This design comes from an exercise in tuning for small area, a short achievable clock period and few clock cycles per item on the open sky130 flow, not from production work. In this exercise RTL edits were held to simulation tests only and were not proved equivalent to the original.

==> flow/design.v (outline; a module is shown in full before it is edited, if it fits) <==
// module sqrt_fa: 4 lines
// module sqrt_ha: 4 lines
// module sqrt_bp: 3 lines
// module sqrt_gc: 3 lines
// module sqrt_bc: 4 lines
// module sqrt_s1: 505 lines
// module sqrt_s2: 198 lines
// module sqrt_mpt: 54 lines
// module sqrt_s3: 1237 lines
// module sqrt_s4: 538 lines
// module SquareRoot: 89 lines
module SquareRoot(
    input clk,
    input rst,
    input in_valid,
    input [31:0] floating_point_in,
    output out_valid,
    output [31:0] result
);
  // ...
==> flow/run.sh <==
#!/bin/bash
# synth_recipe.tcl (not shown) runs the flow's synth.tcl, then flattens the netlist and writes it again
# the make line also repeats each setting of config.mk as NAME=value (left out here)
make -C /OpenROAD-flow-scripts/flow DESIGN_CONFIG=/design/flow/config.mk WORK_HOME=/design/flow/orfs CLKGATE_MAP_FILE= SYNTH_SCRIPT=/design/flow/synth_recipe.tcl finish
==> flow/config.mk <==
export PLATFORM = sky130hd
export DESIGN_NAME = SquareRoot
export DESIGN_NICKNAME = SquareRoot
export VERILOG_FILES = /design/flow/design.v
export SDC_FILE = /design/flow/constraint.sdc
export NUM_CORES = 4
export LEC_CHECK = 0
export CAP_MARGIN = 20
export CORE_MARGIN = 2
export CORE_UTILIZATION = 40
export SLEW_MARGIN = 20
export SYNTH_HIERARCHICAL = 1
export SYNTH_MINIMUM_KEEP_SIZE = 0
==> flow/constraint.sdc <==
create_clock -name core_clock -period 35.0 [get_ports {clk}]
set_input_delay 7.0000 -clock core_clock [delete_from_list [all_inputs] [get_ports {clk}]]
set_output_delay 7.0000 -clock core_clock [all_outputs]
set_load 0.01 [all_outputs]
==> results.py, run 1 <==
metrics = {
    "run_status": {
        "status": "finished clean",
    },
    "clocking": {
        "cts.sinks": 185,
        "cts_tree": "yes",
    },
    "synth": {
        "ys_ff_latch": 185,
        "ys_top_cells_by_area": "fa_1 (30%), dfxtp_1 (12%), ha_1 (10%)",
        "yosys_warnings": 7,
        "synth_area_mm2": 0.0301,
        "synth_edf_count": 0,
        "synth_area_leader_cell": "fa_1",
        "synth_cell_types": 100,
    },
    "final_layout": {
        "num-clock-buffers": 18,
        "layout.area.seq_mm2": 0.00372,
        "fin_util_pct": 44.3,
        "fin_area_mm2": 0.0330,
        "largest_reg_flops": 32,
        "top_regs": "x_x_q x32, res_o_q x31, mp_b_q x26",
        "multi_input_area_mm2": 0.0253,
    },
    "setup_path": {
        "worst-path-buf-inv": 1,
        "critical_path_class": "flip-flop to output port",
        "reg2reg_to": "d_b_q[14]",
        "start_kind": "flip-flop",
        "crit_start": "res_o_q[22]",
    },
    "sta": {
        "period_needed_ns": 8.33,
        "setup_tns_ns": 0,
        "slew_headroom_pct": 37.9,
        "layout_setup_ws_ns": 26.67,
        "fin_skew_ns": 0.0142,
        "holdWs_ns": 0.326,
    },
    "route": {
        "antenna_left": 0,
        "wl_met1_um": 35700,
        "wl_met3_um": 5100,
        "dr_wl_met2_um": 41200,
        "wire_per_inst_um": 21.5,
        "drc": 0,
    },
    "global_route": {
        "grt_max_degree": 76,
        "grt_use_total_pct": 21.9,
    },
    "place": {
        "hpwl_um": 59700,
    },
    "floorplanning": {
        "coreArea_mm2": 0.0744,
    },
}
Testbench counts, summed over its fixed seeds: cycles 16,040, items 16,000.
==> run 2, diff against run 1 <==
--- a/flow/design.v
+++ b/flow/design.v
@@ -774,24 +774,16 @@
 wire [63:0] mp_t25 = 64'hfffffff000000000;
 assign mp[25] = mp_t25[idx];
 endmodule
 module sqrt_s3(input [25:0] mp, input [17:0] d, output [21:0] g);
 wire [27:0] mx = {1'b0, mp, 1'b0};
 wire ng0 = d[1];
 wire on0 = d[0] ^ 1'b0;
 wire tw0 = (d[1] & ~d[0] & ~1'b0) | (~d[1] & d[0] & 1'b0);
-wire bp0_0;
-sqrt_bp bp0_0_c(.on(on0), .tw(tw0), .ng(ng0), .a(mx[1]), .b(mx[0]), .p(bp0_0));
-wire bp0_1;
-sqrt_bp bp0_1_c(.on(on0), .tw(tw0), .ng(ng0), .a(mx[2]), .b(mx[1]), .p(bp0_1));
-wire bp0_2;
-sqrt_bp bp0_2_c(.on(on0), .tw(tw0), .ng(ng0), .a(mx[3]), .b(mx[2]), .p(bp0_2));
-wire bp0_3;
-sqrt_bp bp0_3_c(.on(on0), .tw(tw0), .ng(ng0), .a(mx[4]), .b(mx[3]), .p(bp0_3));
 wire bp0_4;
 sqrt_bp bp0_4_c(.on(on0), .tw(tw0), .ng(ng0), .a(mx[5]), .b(mx[4]), .p(bp0_4));
 wire bp0_5;
 sqrt_bp bp0_5_c(.on(on0), .tw(tw0), .ng(ng0), .a(mx[6]), .b(mx[5]), .p(bp0_5));
 wire bp0_6;
 sqrt_bp bp0_6_c(.on(on0), .tw(tw0), .ng(ng0), .a(mx[7]), .b(mx[6]), .p(bp0_6));
 wire bp0_7;
 sqrt_bp bp0_7_c(.on(on0), .tw(tw0), .ng(ng0), .a(mx[8]), .b(mx[7]), .p(bp0_7));
@@ -831,20 +823,16 @@
 sqrt_bp bp0_24_c(.on(on0), .tw(tw0), .ng(ng0), .a(mx[25]), .b(mx[24]), .p(bp0_24));
 wire bp0_25;
 sqrt_bp bp0_25_c(.on(on0), .tw(tw0), .ng(ng0), .a(mx[26]), .b(mx[25]), .p(bp0_25));
 wire bp0_26;
 sqrt_bp bp0_26_c(.on(on0), .tw(tw0), .ng(ng0), .a(mx[27]), .b(mx[26]), .p(bp0_26));
 wire ng1 = d[3];
 wire on1 = d[2] ^ d[1];
 wire tw1 = (d[3] & ~d[2] & ~d[1]) | (~d[3] & d[2] & d[1]);
-wire bp1_0;
-sqrt_bp bp1_0_c(.on(on1), .tw(tw1), .ng(ng1), .a(mx[1]), .b(mx[0]), .p(bp1_0));
-wire bp1_1;
-sqrt_bp bp1_1_c(.on(on1), .tw(tw1), .ng(ng1), .a(mx[2]), .b(mx[1]), .p(bp1_1));
 wire bp1_2;
 sqrt_bp bp1_2_c(.on(on1), .tw(tw1), .ng(ng1), .a(mx[3]), .b(mx[2]), .p(bp1_2));
 wire bp1_3;
 sqrt_bp bp1_3_c(.on(on1), .tw(tw1), .ng(ng1), .a(mx[4]), .b(mx[3]), .p(bp1_3));
 wire bp1_4;
 sqrt_bp bp1_4_c(.on(on1), .tw(tw1), .ng(ng1), .a(mx[5]), .b(mx[4]), .p(bp1_4));
 wire bp1_5;
 sqrt_bp bp1_5_c(.on(on1), .tw(tw1), .ng(ng1), .a(mx[6]), .b(mx[5]), .p(bp1_5));
@@ -1621,17 +1609,17 @@
 sqrt_fa t3_323_c(.a(bp7_26), .b(bp8_24), .c(d[13]), .s(t3_323), .co(t3_324));
 wire t3_325, t3_326;
 sqrt_fa t3_325_c(.a(bp8_25), .b(d[14]), .c(mp[18]), .s(t3_325), .co(t3_326));
 wire t3_327, t3_328;
 sqrt_ha t3_327_c(.a(bp8_26), .b(d[15]), .s(t3_327), .co(t3_328));
 wire t3_329, t3_330;
 sqrt_ha t3_329_c(.a(bp0_4), .b(bp1_2), .s(t3_329), .co(t3_330));
 wire t3_331, t3_332;
-sqrt_ha t3_331_c(.a(bp0_5), .b(bp1_3), .s(t3_331), .co(t3_332));
+sqrt_fa t3_331_c(.a(bp0_5), .b(bp1_3), .c(bp2_1), .s(t3_331), .co(t3_332));
 wire t3_333, t3_334;
 sqrt_fa t3_333_c(.a(bp2_2), .b(bp3_0), .c(ng3), .s(t3_333), .co(t3_334));
 wire t3_335, t3_336;
 sqrt_fa t3_335_c(.a(bp2_3), .b(bp3_1), .c(t3_193), .s(t3_335), .co(t3_336));
 wire t3_337, t3_338;
 sqrt_fa t3_337_c(.a(ng4), .b(t3_195), .c(t3_197), .s(t3_337), .co(t3_338));
 wire t3_339, t3_340;
 sqrt_fa t3_339_c(.a(t3_199), .b(t3_201), .c(t3_196), .s(t3_339), .co(t3_340));
@@ -1700,321 +1688,305 @@
 wire t3_403, t3_404;
 sqrt_fa t3_403_c(.a(t3_325), .b(t3_324), .c(mp[17]), .s(t3_403), .co(t3_404));
 wire t3_405, t3_406;
 assign t3_405 = ~mp[19] ^ ~t3_327;
 assign t3_406 = ~mp[19] & ~t3_327;
 wire t3_407, t3_408;
 sqrt_fa t3_407_c(.a(d[16]), .b(mp[20]), .c(t3_328), .s(t3_407), .co(t3_408));
 wire t3_409, t3_410;
-sqrt_ha t3_409_c(.a(bp0_2), .b(bp1_0), .s(t3_409), .co(t3_410));
+sqrt_ha t3_409_c(.a(bp2_0), .b(ng2), .s(t3_409), .co(t3_410));
 wire t3_411, t3_412;
-sqrt_ha t3_411_c(.a(bp0_3), .b(bp1_1), .s(t3_411), .co(t3_412));
+assign t3_411 = ~t3_331 ^ ~t3_330;
+assign t3_412 = ~t3_331 & ~t3_330;
 wire t3_413, t3_414;
-sqrt_fa t3_413_c(.a(bp2_0), .b(ng2), .c(t3_329), .s(t3_413), .co(t3_414));
+sqrt_fa t3_413_c(.a(t3_191), .b(t3_333), .c(t3_332), .s(t3_413), .co(t3_414));
 wire t3_415, t3_416;
-sqrt_fa t3_415_c(.a(bp2_1), .b(t3_331), .c(t3_330), .s(t3_415), .co(t3_416));
+sqrt_fa t3_415_c(.a(t3_192), .b(t3_335), .c(t3_334), .s(t3_415), .co(t3_416));
 wire t3_417, t3_418;
-sqrt_fa t3_417_c(.a(t3_191), .b(t3_333), .c(t3_332), .s(t3_417), .co(t3_418));
+sqrt_fa t3_417_c(.a(t3_194), .b(t3_337), .c(t3_336), .s(t3_417), .co(t3_418));
 wire t3_419, t3_420;
-sqrt_fa t3_419_c(.a(t3_192), .b(t3_335), .c(t3_334), .s(t3_419), .co(t3_420));
+sqrt_fa t3_419_c(.a(t3_198), .b(t3_339), .c(t3_338), .s(t3_419), .co(t3_420));
 wire t3_421, t3_422;
-sqrt_fa t3_421_c(.a(t3_194), .b(t3_337), .c(t3_336), .s(t3_421), .co(t3_422));
+sqrt_fa t3_421_c(.a(t3_202), .b(t3_341), .c(t3_340), .s(t3_421), .co(t3_422));
 wire t3_423, t3_424;
-sqrt_fa t3_423_c(.a(t3_198), .b(t3_339), .c(t3_338), .s(t3_423), .co(t3_424));
+sqrt_fa t3_423_c(.a(t3_206), .b(t3_343), .c(t3_342), .s(t3_423), .co(t3_424));
 wire t3_425, t3_426;
-sqrt_fa t3_425_c(.a(t3_202), .b(t3_341), .c(t3_340), .s(t3_425), .co(t3_426));
+sqrt_fa t3_425_c(.a(t3_210), .b(t3_345), .c(t3_344), .s(t3_425), .co(t3_426));
 wire t3_427, t3_428;
-sqrt_fa t3_427_c(.a(t3_206), .b(t3_343), .c(t3_342), .s(t3_427), .co(t3_428));
+sqrt_fa t3_427_c(.a(t3_214), .b(t3_347), .c(t3_346), .s(t3_427), .co(t3_428));
 wire t3_429, t3_430;
-sqrt_fa t3_429_c(.a(t3_210), .b(t3_345), .c(t3_344), .s(t3_429), .co(t3_430));
+sqrt_fa t3_429_c(.a(t3_218), .b(t3_349), .c(t3_348), .s(t3_429), .co(t3_430));
 wire t3_431, t3_432;
-sqrt_fa t3_431_c(.a(t3_214), .b(t3_347), .c(t3_346), .s(t3_431), .co(t3_432));
+sqrt_fa t3_431_c(.a(t3_222), .b(t3_351), .c(t3_350), .s(t3_431), .co(t3_432));
 wire t3_433, t3_434;
-sqrt_fa t3_433_c(.a(t3_218), .b(t3_349), .c(t3_348), .s(t3_433), .co(t3_434));
+sqrt_fa t3_433_c(.a(t3_226), .b(t3_353), .c(t3_352), .s(t3_433), .co(t3_434));
 wire t3_435, t3_436;
-sqrt_fa t3_435_c(.a(t3_222), .b(t3_351), .c(t3_350), .s(t3_435), .co(t3_436));
+sqrt_fa t3_435_c(.a(t3_230), .b(t3_355), .c(t3_354), .s(t3_435), .co(t3_436));
 wire t3_437, t3_438;
-sqrt_fa t3_437_c(.a(t3_226), .b(t3_353), .c(t3_352), .s(t3_437), .co(t3_438));
+sqrt_fa t3_437_c(.a(t3_234), .b(t3_357), .c(t3_356), .s(t3_437), .co(t3_438));
 wire t3_439, t3_440;
-sqrt_fa t3_439_c(.a(t3_230), .b(t3_355), .c(t3_354), .s(t3_439), .co(t3_440));
+sqrt_fa t3_439_c(.a(t3_238), .b(t3_359), .c(t3_358), .s(t3_439), .co(t3_440));
 wire t3_441, t3_442;
-sqrt_fa t3_441_c(.a(t3_234), .b(t3_357), .c(t3_356), .s(t3_441), .co(t3_442));
+sqrt_fa t3_441_c(.a(t3_242), .b(t3_361), .c(t3_360), .s(t3_441), .co(t3_442));
 wire t3_443, t3_444;
-sqrt_fa t3_443_c(.a(t3_238), .b(t3_359), .c(t3_358), .s(t3_443), .co(t3_444));
+sqrt_fa t3_443_c(.a(t3_246), .b(t3_363), .c(t3_362), .s(t3_443), .co(t3_444));
 wire t3_445, t3_446;
-sqrt_fa t3_445_c(.a(t3_242), .b(t3_361), .c(t3_360), .s(t3_445), .co(t3_446));
+sqrt_fa t3_445_c(.a(t3_250), .b(t3_365), .c(t3_364), .s(t3_445), .co(t3_446));
 wire t3_447, t3_448;
-sqrt_fa t3_447_c(.a(t3_246), .b(t3_363), .c(t3_362), .s(t3_447), .co(t3_448));
+sqrt_fa t3_447_c(.a(t3_254), .b(t3_367), .c(t3_366), .s(t3_447), .co(t3_448));
 wire t3_449, t3_450;
-sqrt_fa t3_449_c(.a(t3_250), .b(t3_365), .c(t3_364), .s(t3_449), .co(t3_450));
+sqrt_fa t3_449_c(.a(t3_258), .b(t3_369), .c(t3_368), .s(t3_449), .co(t3_450));
 wire t3_451, t3_452;
-sqrt_fa t3_451_c(.a(t3_254), .b(t3_367), .c(t3_366), .s(t3_451), .co(t3_452));
+sqrt_fa t3_451_c(.a(t3_262), .b(t3_371), .c(t3_370), .s(t3_451), .co(t3_452));
 wire t3_453, t3_454;
-sqrt_fa t3_453_c(.a(t3_258), .b(t3_369), .c(t3_368), .s(t3_453), .co(t3_454));
+sqrt_fa t3_453_c(.a(t3_266), .b(t3_373), .c(t3_372), .s(t3_453), .co(t3_454));
 wire t3_455, t3_456;
-sqrt_fa t3_455_c(.a(t3_262), .b(t3_371), .c(t3_370), .s(t3_455), .co(t3_456));
+sqrt_fa t3_455_c(.a(t3_270), .b(t3_375), .c(t3_374), .s(t3_455), .co(t3_456));
 wire t3_457, t3_458;
-sqrt_fa t3_457_c(.a(t3_266), .b(t3_373), .c(t3_372), .s(t3_457), .co(t3_458));
+sqrt_fa t3_457_c(.a(~t3_277), .b(t3_377), .c(t3_376), .s(t3_457), .co(t3_458));
 wire t3_459, t3_460;
-sqrt_fa t3_459_c(.a(t3_270), .b(t3_375), .c(t3_374), .s(t3_459), .co(t3_460));
+sqrt_fa t3_459_c(.a(~t3_278), .b(t3_379), .c(t3_378), .s(t3_459), .co(t3_460));
 wire t3_461, t3_462;
-sqrt_fa t3_461_c(.a(~t3_277), .b(t3_377), .c(t3_376), .s(t3_461), .co(t3_462));
+sqrt_fa t3_461_c(.a(t3_282), .b(t3_381), .c(t3_380), .s(t3_461), .co(t3_462));
 wire t3_463, t3_464;
-sqrt_fa t3_463_c(.a(~t3_278), .b(t3_379), .c(t3_378), .s(t3_463), .co(t3_464));
+sqrt_fa t3_463_c(.a(t3_286), .b(t3_383), .c(t3_382), .s(t3_463), .co(t3_464));
 wire t3_465, t3_466;
-sqrt_fa t3_465_c(.a(t3_282), .b(t3_381), .c(t3_380), .s(t3_465), .co(t3_466));
+sqrt_fa t3_465_c(.a(t3_290), .b(t3_385), .c(t3_384), .s(t3_465), .co(t3_466));
 wire t3_467, t3_468;
-sqrt_fa t3_467_c(.a(t3_286), .b(t3_383), .c(t3_382), .s(t3_467), .co(t3_468));
+sqrt_fa t3_467_c(.a(t3_294), .b(t3_387), .c(t3_386), .s(t3_467), .co(t3_468));
 wire t3_469, t3_470;
-sqrt_fa t3_469_c(.a(t3_290), .b(t3_385), .c(t3_384), .s(t3_469), .co(t3_470));
+sqrt_fa t3_469_c(.a(t3_298), .b(t3_389), .c(t3_388), .s(t3_469), .co(t3_470));
 wire t3_471, t3_472;
-sqrt_fa t3_471_c(.a(t3_294), .b(t3_387), .c(t3_386), .s(t3_471), .co(t3_472));
+sqrt_fa t3_471_c(.a(t3_302), .b(t3_391), .c(t3_390), .s(t3_471), .co(t3_472));
 wire t3_473, t3_474;
-sqrt_fa t3_473_c(.a(t3_298), .b(t3_389), .c(t3_388), .s(t3_473), .co(t3_474));
+sqrt_fa t3_473_c(.a(~t3_307), .b(t3_393), .c(t3_392), .s(t3_473), .co(t3_474));
 wire t3_475, t3_476;
-sqrt_fa t3_475_c(.a(t3_302), .b(t3_391), .c(t3_390), .s(t3_475), .co(t3_476));
+sqrt_fa t3_475_c(.a(~t3_308), .b(t3_395), .c(t3_394), .s(t3_475), .co(t3_476));
 wire t3_477, t3_478;
-sqrt_fa t3_477_c(.a(~t3_307), .b(t3_393), .c(t3_392), .s(t3_477), .co(t3_478));
+sqrt_fa t3_477_c(.a(~t3_317), .b(t3_397), .c(t3_396), .s(t3_477), .co(t3_478));
 wire t3_479, t3_480;
-sqrt_fa t3_479_c(.a(~t3_308), .b(t3_395), .c(t3_394), .s(t3_479), .co(t3_480));
+sqrt_fa t3_479_c(.a(~t3_318), .b(t3_399), .c(t3_398), .s(t3_479), .co(t3_480));
 wire t3_481, t3_482;
-sqrt_fa t3_481_c(.a(~t3_317), .b(t3_397), .c(t3_396), .s(t3_481), .co(t3_482));
+sqrt_fa t3_481_c(.a(~mp[17]), .b(t3_401), .c(t3_400), .s(t3_481), .co(t3_482));
 wire t3_483, t3_484;
-sqrt_fa t3_483_c(.a(~t3_318), .b(t3_399), .c(t3_398), .s(t3_483), .co(t3_484));
+sqrt_fa t3_483_c(.a(~ng7), .b(t3_403), .c(t3_402), .s(t3_483), .co(t3_484));
 wire t3_485, t3_486;
-sqrt_fa t3_485_c(.a(~mp[17]), .b(t3_401), .c(t3_400), .s(t3_485), .co(t3_486));
+sqrt_fa t3_485_c(.a(t3_326), .b(~t3_405), .c(t3_404), .s(t3_485), .co(t3_486));
 wire t3_487, t3_488;
-sqrt_fa t3_487_c(.a(~ng7), .b(t3_403), .c(t3_402), .s(t3_487), .co(t3_488));
+sqrt_fa t3_487_c(.a(ng8), .b(~t3_407), .c(t3_406), .s(t3_487), .co(t3_488));
 wire t3_489, t3_490;
-sqrt_fa t3_489_c(.a(t3_326), .b(~t3_405), .c(t3_404), .s(t3_489), .co(t3_490));
-wire t3_491, t3_492;
-sqrt_fa t3_491_c(.a(ng8), .b(~t3_407), .c(t3_406), .s(t3_491), .co(t3_492));
-wire t3_493, t3_494;
-sqrt_fa t3_493_c(.a(~d[17]), .b(mp[21]), .c(t3_408), .s(t3_493), .co(t3_494));
-wire t3_495 = bp0_0 & ng0;
-wire t3_496 = bp0_0 ^ ng0;
-wire t3_497 = ng1 & t3_409;
-wire t3_498 = ng1 ^ t3_409;
-wire t3_499 = t3_411 & t3_410;
-wire t3_500 = t3_411 ^ t3_410;
-wire t3_501 = t3_413 & t3_412;
-wire t3_502 = t3_413 ^ t3_412;
-wire t3_503 = t3_415 & t3_414;
-wire t3_504 = t3_415 ^ t3_414;
-wire t3_505 = t3_417 & t3_416;
-wire t3_506 = t3_417 ^ t3_416;
-wire t3_507 = t3_419 & t3_418;
-wire t3_508 = t3_419 ^ t3_418;
-wire t3_509 = t3_421 & t3_420;
-wire t3_510 = t3_421 ^ t3_420;
-wire t3_511 = t3_423 & t3_422;
-wire t3_512 = t3_423 ^ t3_422;
-wire t3_513 = t3_425 & t3_424;
-wire t3_514 = t3_425 ^ t3_424;
-wire t3_515 = t3_427 & t3_426;
-wire t3_516 = t3_427 ^ t3_426;
-wire t3_517 = t3_429 & t3_428;
-wire t3_518 = t3_429 ^ t3_428;
-wire t3_519 = t3_431 & t3_430;
-wire t3_520 = t3_431 ^ t3_430;
-wire t3_521 = t3_433 & t3_432;
-wire t3_522 = t3_433 ^ t3_432;
-wire t3_523 = t3_435 & t3_434;
-wire t3_524 = t3_435 ^ t3_434;
-wire t3_525 = t3_437 & t3_436;
-wire t3_526 = t3_437 ^ t3_436;
-wire t3_527 = t3_439 & t3_438;
-wire t3_528 = t3_439 ^ t3_438;
-wire t3_529 = t3_441 & t3_440;
-wire t3_530 = t3_441 ^ t3_440;
-wire t3_531 = t3_443 & t3_442;
-wire t3_532 = t3_443 ^ t3_442;
-wire t3_533 = t3_445 & t3_444;
-wire t3_534 = t3_445 ^ t3_444;
-wire t3_535 = t3_447 & t3_446;
-wire t3_536 = t3_447 ^ t3_446;
-wire t3_537 = t3_449 & t3_448;
-wire t3_538 = t3_449 ^ t3_448;
-wire t3_539 = t3_451 & t3_450;
-wire t3_540 = t3_451 ^ t3_450;
-wire t3_541 = t3_453 & t3_452;
-wire t3_542 = t3_453 ^ t3_452;
-wire t3_543 = t3_455 & t3_454;
-wire t3_544 = t3_455 ^ t3_454;
-wire t3_545 = t3_457 & t3_456;
-wire t3_546 = t3_457 ^ t3_456;
-wire t3_547 = t3_459 & t3_458;
-wire t3_548 = t3_459 ^ t3_458;
-wire t3_549 = t3_461 & t3_460;
-wire t3_550 = t3_461 ^ t3_460;
-wire t3_551 = t3_463 & t3_462;
-wire t3_552 = t3_463 ^ t3_462;
-wire t3_553 = t3_465 & t3_464;
-wire t3_554 = t3_465 ^ t3_464;
-wire t3_555 = t3_467 & t3_466;
-wire t3_556 = t3_467 ^ t3_466;
-wire t3_557 = t3_469 & t3_468;
-wire t3_558 = t3_469 ^ t3_468;
-wire t3_559 = t3_471 & t3_470;
-wire t3_560 = t3_471 ^ t3_470;
-wire t3_561 = t3_473 & t3_472;
-wire t3_562 = t3_473 ^ t3_472;
-wire t3_563 = t3_475 & t3_474;
-wire t3_564 = t3_475 ^ t3_474;
-wire t3_565 = t3_477 & t3_476;
-wire t3_566 = t3_477 ^ t3_476;
-wire t3_567 = t3_479 & t3_478;
-wire t3_568 = t3_479 ^ t3_478;
-wire t3_569 = t3_481 & t3_480;
-wire t3_570 = t3_481 ^ t3_480;
-wire t3_571 = t3_483 & t3_482;
-wire t3_572 = t3_483 ^ t3_482;
-wire t3_573 = t3_485 & t3_484;
-wire t3_574 = t3_485 ^ t3_484;
-wire t3_575 = t3_487 & t3_486;
-wire t3_576 = t3_487 ^ t3_486;
-wire t3_577 = t3_489 & t3_488;
-wire t3_578 = t3_489 ^ t3_488;
-wire t3_579 = ~t3_491 & t3_490;
-wire t3_580 = ~t3_491 ^ t3_490;
-wire t3_581 = t3_493 & ~t3_492;
-wire t3_582 = t3_493 ^ ~t3_492;
-wire t3_583 = ~mp[22] & t3_494;
-wire t3_584 = ~mp[22] ^ t3_494;
-wire t3_585 = ~mp[23] & mp[22];
-wire t3_586 = ~mp[23] ^ mp[22];
-wire t3_587 = ~mp[24] & mp[23];
-wire t3_588 = ~mp[24] ^ mp[23];
-wire t3_589 = ~mp[25] & mp[24];
-wire t3_590 = ~mp[25] ^ mp[24];
-wire t3_591 = bp0_1 & t3_495;
+sqrt_fa t3_489_c(.a(~d[17]), .b(mp[21]), .c(t3_408), .s(t3_489), .co(t3_490));
+wire t3_491 = t3_329 & t3_409;
+wire t3_492 = t3_329 ^ t3_409;
+wire t3_493 = ~t3_411 & t3_410;
+wire t3_494 = ~t3_411 ^ t3_410;
+wire t3_495 = t3_413 & ~t3_412;
+wire t3_496 = t3_413 ^ ~t3_412;
+wire t3_497 = t3_415 & t3_414;
+wire t3_498 = t3_415 ^ t3_414;
+wire t3_499 = t3_417 & t3_416;
+wire t3_500 = t3_417 ^ t3_416;
+wire t3_501 = t3_419 & t3_418;
+wire t3_502 = t3_419 ^ t3_418;
+wire t3_503 = t3_421 & t3_420;
+wire t3_504 = t3_421 ^ t3_420;
+wire t3_505 = t3_423 & t3_422;
+wire t3_506 = t3_423 ^ t3_422;
+wire t3_507 = t3_425 & t3_424;
+wire t3_508 = t3_425 ^ t3_424;
+wire t3_509 = t3_427 & t3_426;
+wire t3_510 = t3_427 ^ t3_426;
+wire t3_511 = t3_429 & t3_428;
+wire t3_512 = t3_429 ^ t3_428;
+wire t3_513 = t3_431 & t3_430;
+wire t3_514 = t3_431 ^ t3_430;
+wire t3_515 = t3_433 & t3_432;
+wire t3_516 = t3_433 ^ t3_432;
+wire t3_517 = t3_435 & t3_434;
+wire t3_518 = t3_435 ^ t3_434;
+wire t3_519 = t3_437 & t3_436;
+wire t3_520 = t3_437 ^ t3_436;
+wire t3_521 = t3_439 & t3_438;
+wire t3_522 = t3_439 ^ t3_438;
+wire t3_523 = t3_441 & t3_440;
+wire t3_524 = t3_441 ^ t3_440;
+wire t3_525 = t3_443 & t3_442;
+wire t3_526 = t3_443 ^ t3_442;
+wire t3_527 = t3_445 & t3_444;
+wire t3_528 = t3_445 ^ t3_444;
+wire t3_529 = t3_447 & t3_446;
+wire t3_530 = t3_447 ^ t3_446;
+wire t3_531 = t3_449 & t3_448;
+wire t3_532 = t3_449 ^ t3_448;
+wire t3_533 = t3_451 & t3_450;
+wire t3_534 = t3_451 ^ t3_450;
+wire t3_535 = t3_453 & t3_452;
+wire t3_536 = t3_453 ^ t3_452;
+wire t3_537 = t3_455 & t3_454;
+wire t3_538 = t3_455 ^ t3_454;
+wire t3_539 = t3_457 & t3_456;
+wire t3_540 = t3_457 ^ t3_456;
+wire t3_541 = t3_459 & t3_458;
+wire t3_542 = t3_459 ^ t3_458;
+wire t3_543 = t3_461 & t3_460;
+wire t3_544 = t3_461 ^ t3_460;
+wire t3_545 = t3_463 & t3_462;
+wire t3_546 = t3_463 ^ t3_462;
+wire t3_547 = t3_465 & t3_464;
+wire t3_548 = t3_465 ^ t3_464;
+wire t3_549 = t3_467 & t3_466;
+wire t3_550 = t3_467 ^ t3_466;
+wire t3_551 = t3_469 & t3_468;
+wire t3_552 = t3_469 ^ t3_468;
+wire t3_553 = t3_471 & t3_470;
+wire t3_554 = t3_471 ^ t3_470;
+wire t3_555 = t3_473 & t3_472;
+wire t3_556 = t3_473 ^ t3_472;
+wire t3_557 = t3_475 & t3_474;
+wire t3_558 = t3_475 ^ t3_474;
+wire t3_559 = t3_477 & t3_476;
+wire t3_560 = t3_477 ^ t3_476;
+wire t3_561 = t3_479 & t3_478;
+wire t3_562 = t3_479 ^ t3_478;
+wire t3_563 = t3_481 & t3_480;
+wire t3_564 = t3_481 ^ t3_480;
+wire t3_565 = t3_483 & t3_482;
+wire t3_566 = t3_483 ^ t3_482;
+wire t3_567 = t3_485 & t3_484;
+wire t3_568 = t3_485 ^ t3_484;
+wire t3_569 = ~t3_487 & t3_486;
+wire t3_570 = ~t3_487 ^ t3_486;
+wire t3_571 = t3_489 & ~t3_488;
+wire t3_572 = t3_489 ^ ~t3_488;
+wire t3_573 = ~mp[22] & t3_490;
+wire t3_574 = ~mp[22] ^ t3_490;
+wire t3_575 = ~mp[23] & mp[22];
+wire t3_576 = ~mp[23] ^ mp[22];
+wire t3_577 = ~mp[24] & mp[23];
+wire t3_578 = ~mp[24] ^ mp[23];
+wire t3_579 = ~mp[25] & mp[24];
+wire t3_580 = ~mp[25] ^ mp[24];
+wire t3_581;
+sqrt_gc t3_581_c(.gh(t3_493), .ph(t3_494), .gl(t3_491), .g(t3_581));
+wire t3_582, t3_583;
+sqrt_bc t3_582_c(.gh(t3_497), .ph(t3_498), .gl(t3_495), .pl(t3_496), .g(t3_582), .p(t3_583));
+wire t3_584, t3_585;
+sqrt_bc t3_584_c(.gh(t3_501), .ph(t3_502), .gl(t3_499), .pl(t3_500), .g(t3_584), .p(t3_585));
+wire t3_586, t3_587;
+sqrt_bc t3_586_c(.gh(t3_505), .ph(t3_506), .gl(t3_503), .pl(t3_504), .g(t3_586), .p(t3_587));
+wire t3_588, t3_589;
+sqrt_bc t3_588_c(.gh(t3_509), .ph(t3_510), .gl(t3_507), .pl(t3_508), .g(t3_588), .p(t3_589));
+wire t3_590, t3_591;
+sqrt_bc t3_590_c(.gh(t3_513), .ph(t3_514), .gl(t3_511), .pl(t3_512), .g(t3_590), .p(t3_591));
 wire t3_592, t3_593;
-sqrt_bc t3_592_c(.gh(t3_499), .ph(t3_500), .gl(t3_497), .pl(t3_498), .g(t3_592), .p(t3_593));
+sqrt_bc t3_592_c(.gh(t3_517), .ph(t3_518), .gl(t3_515), .pl(t3_516), .g(t3_592), .p(t3_593));
 wire t3_594, t3_595;
-sqrt_bc t3_594_c(.gh(t3_503), .ph(t3_504), .gl(t3_501), .pl(t3_502), .g(t3_594), .p(t3_595));
+sqrt_bc t3_594_c(.gh(t3_521), .ph(t3_522), .gl(t3_519), .pl(t3_520), .g(t3_594), .p(t3_595));
 wire t3_596, t3_597;
-sqrt_bc t3_596_c(.gh(t3_507), .ph(t3_508), .gl(t3_505), .pl(t3_506), .g(t3_596), .p(t3_597));
+sqrt_bc t3_596_c(.gh(t3_525), .ph(t3_526), .gl(t3_523), .pl(t3_524), .g(t3_596), .p(t3_597));
 wire t3_598, t3_599;
-sqrt_bc t3_598_c(.gh(t3_511), .ph(t3_512), .gl(t3_509), .pl(t3_510), .g(t3_598), .p(t3_599));
+sqrt_bc t3_598_c(.gh(t3_529), .ph(t3_530), .gl(t3_527), .pl(t3_528), .g(t3_598), .p(t3_599));
 wire t3_600, t3_601;
-sqrt_bc t3_600_c(.gh(t3_515), .ph(t3_516), .gl(t3_513), .pl(t3_514), .g(t3_600), .p(t3_601));
-wire t3_602, t3_603;
-sqrt_bc t3_602_c(.gh(t3_519), .ph(t3_520), .gl(t3_517), .pl(t3_518), .g(t3_602), .p(t3_603));
-wire t3_604, t3_605;
-sqrt_bc t3_604_c(.gh(t3_523), .ph(t3_524), .gl(t3_521), .pl(t3_522), .g(t3_604), .p(t3_605));
-wire t3_606, t3_607;
-sqrt_bc t3_606_c(.gh(t3_527), .ph(t3_528), .gl(t3_525), .pl(t3_526), .g(t3_606), .p(t3_607));
-wire t3_608, t3_609;
-sqrt_bc t3_608_c(.gh(t3_531), .ph(t3_532), .gl(t3_529), .pl(t3_530), .g(t3_608), .p(t3_609));
-wire t3_610, t3_611;
-sqrt_bc t3_610_c(.gh(t3_535), .ph(t3_536), .gl(t3_533), .pl(t3_534), .g(t3_610), .p(t3_611));
-wire t3_612, t3_613;
-sqrt_bc t3_612_c(.gh(t3_539), .ph(t3_540), .gl(t3_537), .pl(t3_538), .g(t3_612), .p(t3_613));
+sqrt_bc t3_600_c(.gh(t3_533), .ph(t3_534), .gl(t3_531), .pl(t3_532), .g(t3_600), .p(t3_601));
+wire t3_602;
+sqrt_gc t3_602_c(.gh(t3_582), .ph(t3_583), .gl(t3_581), .g(t3_602));
+wire t3_603, t3_604;
+sqrt_bc t3_603_c(.gh(t3_586), .ph(t3_587), .gl(t3_584), .pl(t3_585), .g(t3_603), .p(t3_604));
+wire t3_605, t3_606;
+sqrt_bc t3_605_c(.gh(t3_590), .ph(t3_591), .gl(t3_588), .pl(t3_589), .g(t3_605), .p(t3_606));
+wire t3_607, t3_608;
+sqrt_bc t3_607_c(.gh(t3_594), .ph(t3_595), .gl(t3_592), .pl(t3_593), .g(t3_607), .p(t3_608));
+wire t3_609, t3_610;
+sqrt_bc t3_609_c(.gh(t3_598), .ph(t3_599), .gl(t3_596), .pl(t3_597), .g(t3_609), .p(t3_610));
+wire t3_611, t3_612;
+sqrt_bc t3_611_c(.gh(t3_535), .ph(t3_536), .gl(t3_600), .pl(t3_601), .g(t3_611), .p(t3_612));
+wire t3_613;
+sqrt_gc t3_613_c(.gh(t3_603), .ph(t3_604), .gl(t3_602), .g(t3_613));
 wire t3_614, t3_615;
-sqrt_bc t3_614_c(.gh(t3_543), .ph(t3_544), .gl(t3_541), .pl(t3_542), .g(t3_614), .p(t3_615));
-wire t3_616;
-sqrt_gc t3_616_c(.gh(t3_592), .ph(t3_593), .gl(t3_591), .g(t3_616));
-wire t3_617, t3_618;
-sqrt_bc t3_617_c(.gh(t3_596), .ph(t3_597), .gl(t3_594), .pl(t3_595), .g(t3_617), .p(t3_618));
-wire t3_619, t3_620;
-sqrt_bc t3_619_c(.gh(t3_600), .ph(t3_601), .gl(t3_598), .pl(t3_599), .g(t3_619), .p(t3_620));
+sqrt_bc t3_614_c(.gh(t3_607), .ph(t3_608), .gl(t3_605), .pl(t3_606), .g(t3_614), .p(t3_615));
+wire t3_616, t3_617;
+sqrt_bc t3_616_c(.gh(t3_611), .ph(t3_612), .gl(t3_609), .pl(t3_610), .g(t3_616), .p(t3_617));
+wire t3_618;
+sqrt_gc t3_618_c(.gh(t3_614), .ph(t3_615), .gl(t3_613), .g(t3_618));
+wire t3_619;
+sqrt_gc t3_619_c(.gh(t3_616), .ph(t3_617), .gl(t3_618), .g(t3_619));
+wire t3_620;
+sqrt_gc t3_620_c(.gh(t3_537), .ph(t3_538), .gl(t3_619), .g(t3_620));
 wire t3_621, t3_622;
-sqrt_bc t3_621_c(.gh(t3_604), .ph(t3_605), .gl(t3_602), .pl(t3_603), .g(t3_621), .p(t3_622));
+sqrt_bc t3_621_c(.gh(t3_541), .ph(t3_542), .gl(t3_539), .pl(t3_540), .g(t3_621), .p(t3_622));
 wire t3_623, t3_624;
-sqrt_bc t3_623_c(.gh(t3_608), .ph(t3_609), .gl(t3_606), .pl(t3_607), .g(t3_623), .p(t3_624));
+sqrt_bc t3_623_c(.gh(t3_545), .ph(t3_546), .gl(t3_543), .pl(t3_544), .g(t3_623), .p(t3_624));
 wire t3_625, t3_626;
-sqrt_bc t3_625_c(.gh(t3_612), .ph(t3_613), .gl(t3_610), .pl(t3_611), .g(t3_625), .p(t3_626));
+sqrt_bc t3_625_c(.gh(t3_549), .ph(t3_550), .gl(t3_547), .pl(t3_548), .g(t3_625), .p(t3_626));
 wire t3_627, t3_628;
-sqrt_bc t3_627_c(.gh(t3_545), .ph(t3_546), .gl(t3_614), .pl(t3_615), .g(t3_627), .p(t3_628));
-wire t3_629;
-sqrt_gc t3_629_c(.gh(t3_617), .ph(t3_618), .gl(t3_616), .g(t3_629));
-wire t3_630, t3_631;
-sqrt_bc t3_630_c(.gh(t3_621), .ph(t3_622), .gl(t3_619), .pl(t3_620), .g(t3_630), .p(t3_631));
-wire t3_632, t3_633;
-sqrt_bc t3_632_c(.gh(t3_625), .ph(t3_626), .gl(t3_623), .pl(t3_624), .g(t3_632), .p(t3_633));
-wire t3_634;
-sqrt_gc t3_634_c(.gh(t3_630), .ph(t3_631), .gl(t3_629), .g(t3_634));
+sqrt_bc t3_627_c(.gh(t3_553), .ph(t3_554), .gl(t3_551), .pl(t3_552), .g(t3_627), .p(t3_628));
+wire t3_629, t3_630;
+sqrt_bc t3_629_c(.gh(t3_557), .ph(t3_558), .gl(t3_555), .pl(t3_556), .g(t3_629), .p(t3_630));
+wire t3_631, t3_632;
+sqrt_bc t3_631_c(.gh(t3_561), .ph(t3_562), .gl(t3_559), .pl(t3_560), .g(t3_631), .p(t3_632));
+wire t3_633, t3_634;
+sqrt_bc t3_633_c(.gh(t3_565), .ph(t3_566), .gl(t3_563), .pl(t3_564), .g(t3_633), .p(t3_634));
 wire t3_635, t3_636;
-sqrt_bc t3_635_c(.gh(t3_627), .ph(t3_628), .gl(t3_632), .pl(t3_633), .g(t3_635), .p(t3_636));
-wire t3_637;
-sqrt_gc t3_637_c(.gh(t3_635), .ph(t3_636), .gl(t3_634), .g(t3_637));
-wire t3_638;
-sqrt_gc t3_638_c(.gh(t3_547), .ph(t3_548), .gl(t3_637), .g(t3_638));
+sqrt_bc t3_635_c(.gh(t3_569), .ph(t3_570), .gl(t3_567), .pl(t3_568), .g(t3_635), .p(t3_636));
+wire t3_637, t3_638;
+sqrt_bc t3_637_c(.gh(t3_573), .ph(t3_574), .gl(t3_571), .pl(t3_572), .g(t3_637), .p(t3_638));
 wire t3_639, t3_640;
-sqrt_bc t3_639_c(.gh(t3_551), .ph(t3_552), .gl(t3_549), .pl(t3_550), .g(t3_639), .p(t3_640));
-wire t3_641, t3_642;
-sqrt_bc t3_641_c(.gh(t3_555), .ph(t3_556), .gl(t3_553), .pl(t3_554), .g(t3_641), .p(t3_642));
-wire t3_643, t3_644;
-sqrt_bc t3_643_c(.gh(t3_559), .ph(t3_560), .gl(t3_557), .pl(t3_558), .g(t3_643), .p(t3_644));
-wire t3_645, t3_646;
-sqrt_bc t3_645_c(.gh(t3_563), .ph(t3_564), .gl(t3_561), .pl(t3_562), .g(t3_645), .p(t3_646));
-wire t3_647, t3_648;
-sqrt_bc t3_647_c(.gh(t3_567), .ph(t3_568), .gl(t3_565), .pl(t3_566), .g(t3_647), .p(t3_648));
-wire t3_649, t3_650;
-sqrt_bc t3_649_c(.gh(t3_571), .ph(t3_572), .gl(t3_569), .pl(t3_570), .g(t3_649), .p(t3_650));
+sqrt_bc t3_639_c(.gh(t3_577), .ph(t3_578), .gl(t3_575), .pl(t3_576), .g(t3_639), .p(t3_640));
+wire t3_641;
+sqrt_gc t3_641_c(.gh(t3_621), .ph(t3_622), .gl(t3_620), .g(t3_641));
+wire t3_642, t3_643;
+sqrt_bc t3_642_c(.gh(t3_625), .ph(t3_626), .gl(t3_623), .pl(t3_624), .g(t3_642), .p(t3_643));
+wire t3_644, t3_645;
+sqrt_bc t3_644_c(.gh(t3_629), .ph(t3_630), .gl(t3_627), .pl(t3_628), .g(t3_644), .p(t3_645));
+wire t3_646, t3_647;
+sqrt_bc t3_646_c(.gh(t3_633), .ph(t3_634), .gl(t3_631), .pl(t3_632), .g(t3_646), .p(t3_647));
+wire t3_648, t3_649;
+sqrt_bc t3_648_c(.gh(t3_637), .ph(t3_638), .gl(t3_635), .pl(t3_636), .g(t3_648), .p(t3_649));
+wire t3_650;
+sqrt_gc t3_650_c(.gh(t3_642), .ph(t3_643), .gl(t3_641), .g(t3_650));
 wire t3_651, t3_652;
-sqrt_bc t3_651_c(.gh(t3_575), .ph(t3_576), .gl(t3_573), .pl(t3_574), .g(t3_651), .p(t3_652));
-wire t3_653, t3_654;
-sqrt_bc t3_653_c(.gh(t3_579), .ph(t3_580), .gl(t3_577), .pl(t3_578), .g(t3_653), .p(t3_654));
-wire t3_655, t3_656;
-sqrt_bc t3_655_c(.gh(t3_583), .ph(t3_584), .gl(t3_581), .pl(t3_582), .g(t3_655), .p(t3_656));
-wire t3_657, t3_658;
-sqrt_bc t3_657_c(.gh(t3_587), .ph(t3_588), .gl(t3_585), .pl(t3_586), .g(t3_657), .p(t3_658));
+sqrt_bc t3_651_c(.gh(t3_646), .ph(t3_647), .gl(t3_644), .pl(t3_645), .g(t3_651), .p(t3_652));
+wire t3_653;
+sqrt_gc t3_653_c(.gh(t3_651), .ph(t3_652), .gl(t3_650), .g(t3_653));
+wire t3_654;
+sqrt_gc t3_654_c(.gh(t3_644), .ph(t3_645), .gl(t3_650), .g(t3_654));
+wire t3_655;
+sqrt_gc t3_655_c(.gh(t3_648), .ph(t3_649), .gl(t3_653), .g(t3_655));
+wire t3_656;
+sqrt_gc t3_656_c(.gh(t3_623), .ph(t3_624), .gl(t3_641), .g(t3_656));
+wire t3_657;
+sqrt_gc t3_657_c(.gh(t3_627), .ph(t3_628), .gl(t3_650), .g(t3_657));
+wire t3_658;
+sqrt_gc t3_658_c(.gh(t3_631), .ph(t3_632), .gl(t3_654), .g(t3_658));
 wire t3_659;
-sqrt_gc t3_659_c(.gh(t3_639), .ph(t3_640), .gl(t3_638), .g(t3_659));
-wire t3_660, t3_661;
-sqrt_bc t3_660_c(.gh(t3_643), .ph(t3_644), .gl(t3_641), .pl(t3_642), .g(t3_660), .p(t3_661));
-wire t3_662, t3_663;
-sqrt_bc t3_662_c(.gh(t3_647), .ph(t3_648), .gl(t3_645), .pl(t3_646), .g(t3_662), .p(t3_663));
-wire t3_664, t3_665;
-sqrt_bc t3_664_c(.gh(t3_651), .ph(t3_652), .gl(t3_649), .pl(t3_650), .g(t3_664), .p(t3_665));
-wire t3_666, t3_667;
-sqrt_bc t3_666_c(.gh(t3_655), .ph(t3_656), .gl(t3_653), .pl(t3_654), .g(t3_666), .p(t3_667));
+sqrt_gc t3_659_c(.gh(t3_635), .ph(t3_636), .gl(t3_653), .g(t3_659));
+wire t3_660;
+sqrt_gc t3_660_c(.gh(t3_639), .ph(t3_640), .gl(t3_655), .g(t3_660));
+wire t3_661;
+sqrt_gc t3_661_c(.gh(t3_539), .ph(t3_540), .gl(t3_620), .g(t3_661));
+wire t3_662;
+sqrt_gc t3_662_c(.gh(t3_543), .ph(t3_544), .gl(t3_641), .g(t3_662));
+wire t3_663;
+sqrt_gc t3_663_c(.gh(t3_547), .ph(t3_548), .gl(t3_656), .g(t3_663));
+wire t3_664;
+sqrt_gc t3_664_c(.gh(t3_551), .ph(t3_552), .gl(t3_650), .g(t3_664));
+wire t3_665;
+sqrt_gc t3_665_c(.gh(t3_555), .ph(t3_556), .gl(t3_657), .g(t3_665));
+wire t3_666;
+sqrt_gc t3_666_c(.gh(t3_559), .ph(t3_560), .gl(t3_654), .g(t3_666));
+wire t3_667;
+sqrt_gc t3_667_c(.gh(t3_563), .ph(t3_564), .gl(t3_658), .g(t3_667));
 wire t3_668;
-sqrt_gc t3_668_c(.gh(t3_660), .ph(t3_661), .gl(t3_659), .g(t3_668));
-wire t3_669, t3_670;
-sqrt_bc t3_669_c(.gh(t3_664), .ph(t3_665), .gl(t3_662), .pl(t3_663), .g(t3_669), .p(t3_670));
-wire t3_671;
-sqrt_gc t3_671_c(.gh(t3_669), .ph(t3_670), .gl(t3_668), .g(t3_671));
-wire t3_672;
-sqrt_gc t3_672_c(.gh(t3_662), .ph(t3_663), .gl(t3_668), .g(t3_672));
-wire t3_673;
-sqrt_gc t3_673_c(.gh(t3_666), .ph(t3_667), .gl(t3_671), .g(t3_673));
-wire t3_674;
-sqrt_gc t3_674_c(.gh(t3_641), .ph(t3_642), .gl(t3_659), .g(t3_674));
-wire t3_675;
-sqrt_gc t3_675_c(.gh(t3_645), .ph(t3_646), .gl(t3_668), .g(t3_675));
-wire t3_676;
-sqrt_gc t3_676_c(.gh(t3_649), .ph(t3_650), .gl(t3_672), .g(t3_676));
-wire t3_677;
-sqrt_gc t3_677_c(.gh(t3_653), .ph(t3_654), .gl(t3_671), .g(t3_677));
-wire t3_678;
-sqrt_gc t3_678_c(.gh(t3_657), .ph(t3_658), .gl(t3_673), .g(t3_678));
-wire t3_679;
-sqrt_gc t3_679_c(.gh(t3_549), .ph(t3_550), .gl(t3_638), .g(t3_679));
-wire t3_680;
-sqrt_gc t3_680_c(.gh(t3_553), .ph(t3_554), .gl(t3_659), .g(t3_680));
-wire t3_681;
-sqrt_gc t3_681_c(.gh(t3_557), .ph(t3_558), .gl(t3_674), .g(t3_681));
-wire t3_682;
-sqrt_gc t3_682_c(.gh(t3_561), .ph(t3_562), .gl(t3_668), .g(t3_682));
-wire t3_683;
-sqrt_gc t3_683_c(.gh(t3_565), .ph(t3_566), .gl(t3_675), .g(t3_683));
-wire t3_684;
-sqrt_gc t3_684_c(.gh(t3_569), .ph(t3_570), .gl(t3_672), .g(t3_684));
-wire t3_685;
-sqrt_gc t3_685_c(.gh(t3_573), .ph(t3_574), .gl(t3_676), .g(t3_685));
-wire t3_686;
-sqrt_gc t3_686_c(.gh(t3_577), .ph(t3_578), .gl(t3_671), .g(t3_686));
-wire t3_687;
-sqrt_gc t3_687_c(.gh(t3_581), .ph(t3_582), .gl(t3_677), .g(t3_687));
-wire t3_688;
-sqrt_gc t3_688_c(.gh(t3_585), .ph(t3_586), .gl(t3_673), .g(t3_688));
-assign g = {(t3_590 ^ t3_678), (t3_588 ^ t3_688), (t3_586 ^ t3_673), (t3_584 ^ t3_687), (t3_582 ^ t3_677), (t3_580 ^ t3_686), (t3_578 ^ t3_671), (t3_576 ^ t3_685), (t3_574 ^ t3_676), (t3_572 ^ t3_684), (t3_570 ^ t3_672), (t3_568 ^ t3_683), (t3_566 ^ t3_675), (t3_564 ^ t3_682), (t3_562 ^ t3_668), (t3_560 ^ t3_681), (t3_558 ^ t3_674), (t3_556 ^ t3_680), (t3_554 ^ t3_659), (t3_552 ^ t3_679), (t3_550 ^ t3_638), (t3_548 ^ t3_637)};
+sqrt_gc t3_668_c(.gh(t3_567), .ph(t3_568), .gl(t3_653), .g(t3_668));
+wire t3_669;
+sqrt_gc t3_669_c(.gh(t3_571), .ph(t3_572), .gl(t3_659), .g(t3_669));
+wire t3_670;
+sqrt_gc t3_670_c(.gh(t3_575), .ph(t3_576), .gl(t3_655), .g(t3_670));
+assign g = {(t3_580 ^ t3_660), (t3_578 ^ t3_670), (t3_576 ^ t3_655), (t3_574 ^ t3_669), (t3_572 ^ t3_659), (t3_570 ^ t3_668), (t3_568 ^ t3_653), (t3_566 ^ t3_667), (t3_564 ^ t3_658), (t3_562 ^ t3_666), (t3_560 ^ t3_654), (t3_558 ^ t3_665), (t3_556 ^ t3_657), (t3_554 ^ t3_664), (t3_552 ^ t3_650), (t3_550 ^ t3_663), (t3_548 ^ t3_656), (t3_546 ^ t3_662), (t3_544 ^ t3_641), (t3_542 ^ t3_661), (t3_540 ^ t3_620), (t3_538 ^ t3_619)};
 endmodule
 module sqrt_s4(input [21:0] g, output [22:0] me);
 wire t4_1, t4_2;
 assign t4_1 = ~g[18] ^ ~g[14];
 assign t4_2 = ~g[18] & ~g[14];
 wire t4_3, t4_4;
 sqrt_fa t4_3_c(.a(g[17]), .b(g[11]), .c(g[9]), .s(t4_3), .co(t4_4));
 wire t4_5, t4_6;
==> flow/flow/run.sh (new file) <==
#!/bin/bash
# The standard layout, except that the port buffers use buf_1 instead of the
# clkdlybuf4s50_1 that buffer_ports picks by default (smaller and faster).
set -euo pipefail
export BUFFER_PORTS_ARGS="-buffer_cell sky130_fd_sc_hd__buf_1"
bash standard.sh synth > synth.log 2>&1
bash standard.sh > layout.log 2>&1
==> flow/standard.sh (new file) <==
#!/bin/bash
# synth_recipe.tcl (not shown) runs the flow's synth.tcl, then flattens the netlist and writes it again
# the make line also repeats each setting of config.mk as NAME=value (left out here)
make -C /OpenROAD-flow-scripts/flow DESIGN_CONFIG=/design/flow/config.mk WORK_HOME=/design/flow/orfs CLKGATE_MAP_FILE= SYNTH_SCRIPT=/design/flow/synth_recipe.tcl "${@:-finish}"
removed: flow/run.sh
==> run 2 against run 1 <==
Still clean on timing, DRC and antenna. Routed wire length down 0.45%. Area after synthesis down 0.76%. Critical endpoint is now result[9]. Highest routed layer unchanged.
==> results.py, run 2 <==
metrics = {
    "final_layout": {
        "nFillCells": 7032,
        "nets": 3616,
        "layout_common_cells": "fa_1 (447), xnor2_1 (253), ha_1 (244)",
        "diodes": 0,
        "layout_commonest_cell": "fa_1",
        "top_regs": "x_x_q x32, res_o_q x31, mp_b_q x26",
        "largest_reg_flops": 32,
        "drive_above_1_share_pct": 14.7,
        "areaGrowthSynthToFinish_pct": 8.20,
        "top_register": "x_x_q",
    },
    "global_route": {
        "grt_use_met1_pct": 28.2,
        "gr-usage-met2_pct": 39.0,
        "antenna_found_initial": 1,
        "grt_pass1_wl_um": 136000,
        "busiest_layer": "met2",
        "met3_usage_pct": 3.12,
        "grt_use_total_pct": 22.1,
        "grt_pass1_vias": 24400,
        "grt_max_degree": 76,
        "grt_overflow": 0,
    },
    "synth": {
        "synth_area_mm2": 0.0299,
        "ys_ff_latch": 185,
        "synthSimpleGateAreaFrac_pct": 8.83,
        "synth_mux_area_share_pct": 1.62,
        "yosys-top-cells-count": "fa_1 (447), xnor2_1 (253), ha_1 (244), a22oi_2 (238), inv_1 (221)",
        "synth_fa_ha_area_share_pct": 40.2,
        "yosys_warnings": 7,
        "synth_compound_area_share_pct": 21.9,
        "synth_cell_types": 100,
        "ys_top_cells_by_area": "fa_1 (30%), dfxtp_1 (12%), ha_1 (10%)",
        "synth-xor-area-share_pct": 10.3,
        "synth_top_family_by_area": "adder cells",
        "synth_area_leader_cell": "fa_1",
        "synth_edf_count": 0,
        "ys.flop_type": "dfxtp_1",
        "yosysMostFrequentCell": "fa_1",
        "async_flop_share_pct": 0,
        "synth_area_per_cell_um2": 10.6,
        "seq_area_frac_synth_pct": 12.4,
        "syn_inst": 2807,
        "synth_top_cell_area_share_pct": 30.0,
    },
    "clocking": {
        "cts_hold_buf": 0,
        "postCtsSetupBuffers": 0,
        "cts-root-buf": "clkbuf_16",
        "cts-buffers-inserted": 17,
        "htree_num_levels": 4,
        "cts_tree": "yes",
        "clk_pin_slew_ns": 0.08,
        "clockBufferDepth": 2,
        "clk_latency_ns": 0.47,
        "ctsResizeCount": 0,
        "cts.sinks": 185,
    },
    "sta": {
        "setup_violations": 0,
        "tightest_slew_ns": 0.922,
        "fmax_mhz": 126,
        "slew_headroom_pct": 38.4,
        "rsz0062_at_grt": "false",
        "min_period_over_period_pct": 22.7,
        "slew_viol_final": 0,
        "setup_tns_ns": 0,
        "fin_skew_ns": 0.0172,
        "period_needed_ns": 7.95,
        "hold_viol": 0,
    },
    "run_status": {
        "status": "finished clean",
    },
    "route": {
        "drc": 0,
        "via_count": 22200,
        "wire_per_inst_um": 21.6,
        "dr.pass1.iters": 5,
        "drt-initial-drc-count": 1490,
        "viasPerCell": 5.72,
        "antenna_left": 0,
        "wl_um": 83700,
    },
    "floorplanning": {
        "row_count": 100,
        "initial_core_util_pct": 40.3,
        "ios": 68,
        "dieArea_mm2": 0.0769,
        "coreArea_mm2": 0.0742,
        "die_w_um": 277,
        "die_y_um": 277,
    },
    "setup_path": {
        "cpLargestDelayFamily": "flip-flops",
        "critical_path.cell_chain": "buf_1",
        "cp_max_fo": 1,
        "worst-path-buf-inv": 1,
        "crit_arrival_ns": 0.95,
        "reg2reg_depth": 28,
        "reg2reg_slack_ns": 27.62,
        "reg2reg_to": "d_b_q[14]",
        "required_ns": 28.00,
        "critical_path_class": "flip-flop to output port",
        "max_stage_delay_ns": 0.34,
        "crit_path_top_delay_cell": "dfxtp_1",
        "end_kind": "output port",
        "rr_startpoint": "ar_a_q[17]",
        "start_kind": "flip-flop",
        "cp.depth": 1,
    },
    "worst_hold_path": {
        "hp-class": "flip-flop to flip-flop",
        "hp-start": "eo_b_q[1]",
        "min_to": "eo_c_q[1]",
        "hold_path_depth": 0,
    },
    "run": {
        "cap_violations": 0,
    },
    "place": {
        "io_buffers": 66,
        "place.gp.congestion": 0.873,
        "hpwl_um": 59600,
    },
}
[run 2: changes by cell type in the layout (fill, tap and decap cells not counted), moves of 3 or more]
cell             change
dfxtp_2              +3
a21o_1               -3
dfxtp_1              -3
inv_1                +4
clkdlybuf4s50_1     -66
buf_4                -4
xnor2_1              -6
a22oi_2              -6
buf_1               +66
and2_1               -3
ha_1                 -4
clkinv_4             -3
[run 2: cell type report]
class	count	area, µm²	share of cell area, %
clock buffers	17	425	1.32
flip-flops and latches	185	3720	11.5
multi-input cells	2320	25000	77.5
clock inverters	15	223	0.689
repair buffers	141	851	2.63
well taps	969	1210	3.75
inverters	225	845	2.61
[run 2: how the worst max path moves through the flow]
stage,startpoint,slack (ns),to
3_3_place_gp,d_b_q[5],27.41,g_c_q[21]
2_1_floorplan,d_b_q[5],25.79,g_c_q[21]
3_5_place_dp,d_b_q[5],27.29,g_c_q[21]
5_1_grt,res_o_q[22],26.99,result[22]
6_report,res_o_q[9],27.05,result[9]
4_1_cts,res_o_q[9],27.01,result[9]
[run 2: cells by family after synthesis]
| logic type | Yosys count |
|---|---|
| AO/OA/AOI/OAI | 728 |
| XOR/XNOR | 348 |
| adder cells (fa/ha/maj) | 691 |
| buffers and inverters | 317 |
| flip-flops | 185 |
| multiplexers | 40 |
| other | 2 |
| AND/OR/NAND/NOR | 496 |
[run 2: per-stage QoR]
| stage | hold WS, ns | utilization, % | cell area (µm²) | worst slack (ns) | cells |
|---|---|---|---|---|---|
| floorplan | 0.310 | - | 29900 | 25.79 | 2822 |
| detailed placement | 0.313 | 42.6 | 31600 | 27.29 | 3838 |
| global route | 0.335 | 43.6 | 32300 | 26.99 | 3872 |
| global placement | 0.310 | 42.6 | 31600 | 27.41 | 3838 |
| finish | 0.331 | 43.6 | 32300 | 27.05 | 3872 |
| CTS | 0.331 | 43.5 | 32300 | 27.01 | 3870 |
[run 2: per-module statistics from Yosys (local to each module, per instance)]
module / flip-flops and latches / copies in the design / cell area [µm²] / cells inside
SquareRoot: 185 / 1 / 4450 / 292
sqrt_bc: 0 / 97 / 13.8 / 2
sqrt_bp: 0 / 237 / 21.3 / 2
sqrt_fa: 0 / 447 / 20.0 / 1
sqrt_gc: 0 / 94 / 7.51 / 1
sqrt_ha: 0 / 45 / 12.5 / 1
sqrt_mpt: 0 / 1 / 2560 / 394
sqrt_s1: 0 / 1 / 2650 / 386
sqrt_s2: 0 / 1 / 943 / 121
sqrt_s3: 0 / 1 / 1250 / 158
sqrt_s4: 0 / 1 / 1430 / 202
[run 2: per-layer routing]
metal | share of wire, % | up-vias
met5 | 0.012 | -
met4 | 2.6 | 2
met3 | 5.0 | 150
met2 | 50 | 671
met1 | 42 | 11400
li1 | - | 9922
Testbench counts of run 2, summed over its fixed seeds: cycles 16,040, items 16,000.

-- re-timing with driven ports --
How much do the figures lean on ideal ports? The routed layouts below were timed once more, with nothing changed but the port constraints.
Step 1: set_driving_cell puts a clkbuf_16 on clk and a buf_2 on each other input, an assumption about the parent block.
Step 2 also shifts input and output timing later by t, the mid clock arrival at the registers, as if the neighbouring blocks saw the same clock.
Three values: ideal ports, drivers, drivers and shift; two values: the first two.
| run | t, ns | setup WS [ns] | slew at the worst register clock pin (ns) |
|---|---|---|---|
| run 1 | 0.513 | 26.674 / 26.614 / 27.127 | 0.08 / 0.08 |
| run 2 | 0.515 | 27.046 / 26.990 / 27.505 | 0.08 / 0.08 |
After both steps setup and hold are still met in every run listed.
